Context: an optimization exercise on an open-source flow, tuned for small area, a short achievable clock period and few clock cycles per item. The choices shown serve that exercise and are no tape-out recipe. In this exercise RTL edits were held to simulation tests only and were not proved equivalent to the original.

run 1:
## EC_TOP
module EC_TOP(
    clk, rst_n, in_valid,
    in_Px, in_Py, in_Qx, in_Qy, in_prime, in_a,
    out_valid, out_Rx, out_Ry
);
Size: roughly 63 flip-flops.
==> flow/config.mk <==
export PLATFORM = sky130hd
export DESIGN_NAME = EC_TOP
export DESIGN_NICKNAME = EC_TOP
export VERILOG_FILES = /design/flow/design.v
export SDC_FILE = /design/flow/constraint.sdc
export NUM_CORES = 4
export LEC_CHECK = 0
export ABC_AREA = 1
export CAP_MARGIN = 20
export CORE_MARGIN = 2
export CORE_UTILIZATION = 40
export CTS_BUF_LIST = sky130_fd_sc_hd__clkbuf_8
export SLEW_MARGIN = 20
export SETUP_SLACK_MARGIN = 33.2
export BUFFER_PORTS_ARGS = -buffer_cell sky130_fd_sc_hd__buf_1
==> flow/constraint.sdc <==
create_clock -name core_clock -period 44.0 [get_ports {clk}]
set_input_delay 8.8000 -clock core_clock [delete_from_list [all_inputs] [get_ports {clk}]]
set_output_delay 8.8000 -clock core_clock [all_outputs]
set_load 0.01 [all_outputs]
standard.sh (not shown) runs the stock make flow with config.mk's settings and CLKGATE_MAP_FILE= SYNTH_SCRIPT=/design/flow/synth_recipe.tcl, a recipe that flattens the netlist after the stock synthesis.
==> flow/flow/run.sh <==
#!/bin/bash
set -euo pipefail
TARGET_NS=$(cat flow/target_ns)
MARGIN=$(python3 -c "print(round(${FLOW_PERIOD_NS} - ${TARGET_NS}, 3))")
echo "export SETUP_SLACK_MARGIN = ${MARGIN}" >> config.mk
echo "export BUFFER_PORTS_ARGS = -buffer_cell sky130_fd_sc_hd__buf_1" >> config.mk
bash standard.sh > standard_make.log 2>&1
==> flow/flow/target_ns <==
10.8
Run 1: no failed stages, no open violations at the end
Testbench counts of run 1, summed over its fixed seeds: cycles 95,992, items 16,000.
[inputs] run 2 vs run 1
- SETUP_SLACK_MARGIN now 32.8, was 33.2
- CTS_BUF_LIST no longer set, was sky130_fd_sc_hd__clkbuf_8
==> flow/flow/target_ns <==
11.2
==> summary.txt <==
- Run 2 ended up with a higher final clock period utilization by the worst path than run 1 did.
- Number of nets in the layout: run 1 and run 2 compared, lower one is run 2
- Reported for run 1 and run 2, number of sequential storage elements turned out identical to the last digit.
- The higher flip-flop and latch share of the layout cell area of run 1 and run 2 is in run 2.
- On run 2: final cell count without fillers is 18 lower than what run 1 gave.
- Run 1 was larger in final cell area than run 2.
## Diff of input files: run 3 against run 2
- CORE_UTILIZATION now 62, was 40
- CTS_BUF_LIST now sky130_fd_sc_hd__clkbuf_8, previously not set
--- outcome ---
- Run comparison: run 2 launching instance or port of the critical path px[0]; run 3 launching instance or port of the critical path out_Rx[0]
- Changes observed in run 3 relative to run 2: half-perimeter wire length after detailed placement went down 3.1%; non-clock buffer count now sits lower.
### run 3 -> run 4
- CORE_UTILIZATION now 40, was 62
[summary]
Run 4 has completed all stages; timing, DRC and antenna checks passed.
Comparing post-cts repair resize count for run 4 and run 3, the bigger number came from run 4.
Run 4 gives less worst hold slack after final layout than run 3 did.
Pin slew with the least headroom to its limit essentially unchanged between run 3 and run 4.
Summary — wire length of the first global-routing pass, run 4 relative to run 3: higher, by 2.8%.
Sequential share of layout area across run 4 and run 3: no real change.

* * *

EC_TOP, a different RTL version from the one above (not shown whole).
Size in the first run: roughly 1700 cells after synthesis, ~63 flip-flops, about 52 I/O pins, ~12000 um^2 of cells after synthesis.
==> flow/config.mk <==
export PLATFORM = sky130hd
export DESIGN_NAME = EC_TOP
export DESIGN_NICKNAME = EC_TOP
export VERILOG_FILES = /design/flow/design.v
export SDC_FILE = /design/flow/constraint.sdc
export NUM_CORES = 4
export LEC_CHECK = 0
export ABC_AREA = 1
export CAP_MARGIN = 20
export CORE_MARGIN = 2
export CORE_UTILIZATION = 55
export CTS_BUF_LIST = sky130_fd_sc_hd__clkbuf_8
export SLEW_MARGIN = 20
export SETUP_SLACK_MARGIN = 32.6
export BUFFER_PORTS_ARGS = -buffer_cell sky130_fd_sc_hd__buf_1
==> flow/constraint.sdc <==
create_clock -name core_clock -period 44.0 [get_ports {clk}]
set_input_delay 8.8000 -clock core_clock [delete_from_list [all_inputs] [get_ports {clk}]]
set_output_delay 8.8000 -clock core_clock [all_outputs]
set_load 0.01 [all_outputs]
==> flow/flow/target_ns <==
11.4
Scripts as last shown in full above: flow/flow/run.sh
The first run produced a clean layout.
Testbench counts at the start, summed over its fixed seeds: cycles 95,992, items 16,000.
Change:
==> flow/flow/target_ns (replaced) <==
11.2
Settings changed: CAP_MARGIN 20 to 5, SETUP_SLACK_MARGIN 32.6 to 32.8, SLEW_MARGIN 20 to 5.
The new run finished clean.
Setup slack gets better by 0.12 ns.
Routed wire length fell by 1.7%.

* * *

EC_TOP, a different RTL version from the one above (not shown whole).
For scale: about 63 flip-flops, roughly 52 I/O pins.
clock: 44.0 ns
lec_check: 0
abc_area: 1
cap_margin: 20
core_margin: 2
core_utilization: 40
slew_margin: 20
setup_slack_margin: 32.8
==> flow/flow/run.sh <==
#!/bin/bash
set -euo pipefail
TARGET_NS=$(cat flow/target_ns)
MARGIN=$(python3 -c "print(round(${FLOW_PERIOD_NS} - ${TARGET_NS}, 3))")
echo "export SETUP_SLACK_MARGIN = ${MARGIN}" >> config.mk
bash standard.sh > standard_make.log 2>&1
==> flow/flow/target_ns <==
11.2
Testbench counts at the start, summed over its fixed seeds: cycles 95,992, items 16,000.
Next try:
==> flow/run.sh (new file) <==
#!/bin/bash
# synth_recipe.tcl (not shown) runs the flow's synth.tcl, then flattens the netlist and writes it again
# the make line also repeats each setting of config.mk as NAME=value (left out here)
make -C /OpenROAD-flow-scripts/flow DESIGN_CONFIG=/design/flow/config.mk WORK_HOME=/design/flow/orfs CLKGATE_MAP_FILE= SYNTH_SCRIPT=/design/flow/synth_recipe.tcl finish
SETUP_SLACK_MARGIN = default   (was 32.8)
removed: flow/flow/run.sh
removed: flow/flow/target_ns
removed: flow/standard.sh
Result: Synthesized area does not change; wire length went up by 0.31%; setup slack loses 1200 ps.
Next try:
==> flow/flow/run.sh (new file) <==
#!/bin/bash
set -euo pipefail
TARGET_NS=$(cat flow/target_ns)
MARGIN=$(python3 -c "print(round(${FLOW_PERIOD_NS} - ${TARGET_NS}, 3))")
echo "export SETUP_SLACK_MARGIN = ${MARGIN}" >> config.mk
bash standard.sh > standard_make.log 2>&1
==> flow/flow/target_ns (new file) <==
12.0
==> flow/standard.sh (new file) <==
#!/bin/bash
# synth_recipe.tcl (not shown) runs the flow's synth.tcl, then flattens the netlist and writes it again
# the make line also repeats each setting of config.mk as NAME=value (left out here)
make -C /OpenROAD-flow-scripts/flow DESIGN_CONFIG=/design/flow/config.mk WORK_HOME=/design/flow/orfs CLKGATE_MAP_FILE= SYNTH_SCRIPT=/design/flow/synth_recipe.tcl "${@:-finish}"
SETUP_SLACK_MARGIN = 32.0   (was default)
removed: flow/run.sh
Outcome: Design area went up by 0.97%. Global-route usage is about the same. Cell count rises by 0.43%. Via count increases by 1.0%.
Next try:
==> flow/flow/target_ns (replaced) <==
10.5
SETUP_SLACK_MARGIN = 33.5   (was 32.0)
What happened: The new run passed the timing, DRC and antenna checks. Worst hold slack degrades by 4.1 ps. Worst setup slack improved by 140 ps. Wire length came out lower by 1.6%. Clock skew stays flat. Global-route usage fell by 0.74 points. Synthesized cell count is unchanged. First-iteration DRC count came out lower by about 0.8%. Sequential share of layout area shrinks by 0.45 points. Via count grows by about 1%. Area after synthesis stays the same. Count of clock-buffer cells in the layout falls by 5.

* * *

Starting RTL as in the previous note.
clock: 44.0 ns
lec_check: 0
abc_area: 1
cap_margin: 20
core_margin: 2
core_utilization: 40
slew_margin: 20
setup_slack_margin: 32.8
buffer_ports_args: -buffer_cell sky130_fd_sc_hd__buf_2
==> flow/flow/run.sh <==
#!/bin/bash
set -euo pipefail
TARGET_NS=$(cat flow/target_ns)
MARGIN=$(python3 -c "print(round(${FLOW_PERIOD_NS} - ${TARGET_NS}, 3))")
echo "export SETUP_SLACK_MARGIN = ${MARGIN}" >> config.mk
echo "export BUFFER_PORTS_ARGS = -buffer_cell sky130_fd_sc_hd__buf_2" >> config.mk
bash standard.sh > standard_make.log 2>&1
==> flow/flow/target_ns <==
11.2
The starting point ran to the end with no violations.
Testbench counts at the start, summed over its fixed seeds: cycles 95,992, items 16,000.
Next try:
==> flow/flow/run.sh (replaced) <==
#!/bin/bash
set -euo pipefail
TARGET_NS=$(cat flow/target_ns)
MARGIN=$(python3 -c "print(round(${FLOW_PERIOD_NS} - ${TARGET_NS}, 3))")
echo "export SETUP_SLACK_MARGIN = ${MARGIN}" >> config.mk
echo "export BUFFER_PORTS_ARGS = -buffer_cell sky130_fd_sc_hd__buf_1" >> config.mk
bash standard.sh > standard_make.log 2>&1
- BUFFER_PORTS_ARGS: -buffer_cell sky130_fd_sc_hd__buf_2 -> -buffer_cell sky130_fd_sc_hd__buf_1
Effect: The new run passed the timing, DRC and antenna checks; final cell count is lower slightly; synthesized cell count stays the same; clock skew is lower by 3.0 ps.

==> separate check: timing with driven ports <==
The flow's constraints put no driver on any port. The routed layouts listed below were extracted and timed again, unchanged, in two steps.
Step 1 sets driving cells, clkbuf_16 on the clock port and buf_2 on the other inputs (assumed; they add their load-dependent delay and slew).
Step 2 adds t to the input delays and takes it off the output delays; t is the mean of the earliest and latest rising clock arrival at the registers after step 1. Input paths then give back, and output paths get back, about the clock's delay inside the block.
a / b / c = no drivers / after step 1 / after step 2; a / b = the first two.
| run | shift t [ns] | setup slack, ns | hold slack, ns | clock arrival spread, ns |
|---|---|---|---|---|
| run 1 | 0.418 | 32.923 / 32.923 / 32.923 | 0.379 / 0.379 / 0.379 | 0.020 / 0.020 |
| run 2 | 0.382 | 32.662 / 32.662 / 32.662 | 0.378 / 0.378 / 0.378 | 0.009 / 0.009 |
| run 3 | 0.394 | 32.775 / 32.775 / 32.775 | 0.422 / 0.422 / 0.422 | 0.015 / 0.015 |
| run 4 | 0.403 | 32.763 / 32.763 / 32.763 | 0.382 / 0.382 / 0.382 | 0.015 / 0.015 |
| the first run of note 2 | 0.404 | 32.879 / 32.879 / 32.879 | 0.389 / 0.389 / 0.389 | 0.021 / 0.021 |
| the second run of note 2 | 0.411 | 32.998 / 32.998 / 32.998 | 0.386 / 0.386 / 0.386 | 0.015 / 0.015 |
| the first run of note 3 | 0.389 | 32.862 / 32.862 / 32.862 | 0.378 / 0.378 / 0.378 | 0.010 / 0.010 |
| the second run of note 3 | 0.384 | 31.696 / 31.696 / 31.696 | 0.378 / 0.378 / 0.378 | 0.011 / 0.011 |
| the third run of note 3 | 0.385 | 32.509 / 32.509 / 32.509 | 0.379 / 0.379 / 0.379 | 0.014 / 0.014 |
| the fourth run of note 3 | 0.383 | 32.653 / 32.653 / 32.653 | 0.375 / 0.375 / 0.375 | 0.013 / 0.013 |
| the first run of note 4 | 0.386 | 32.812 / 32.812 / 32.812 | 0.379 / 0.379 / 0.379 | 0.013 / 0.013 |
| the second run of note 4 | 0.382 | 32.879 / 32.879 / 32.879 | 0.373 / 0.373 / 0.373 | 0.010 / 0.011 |
After both steps setup and hold are still met in every run listed.
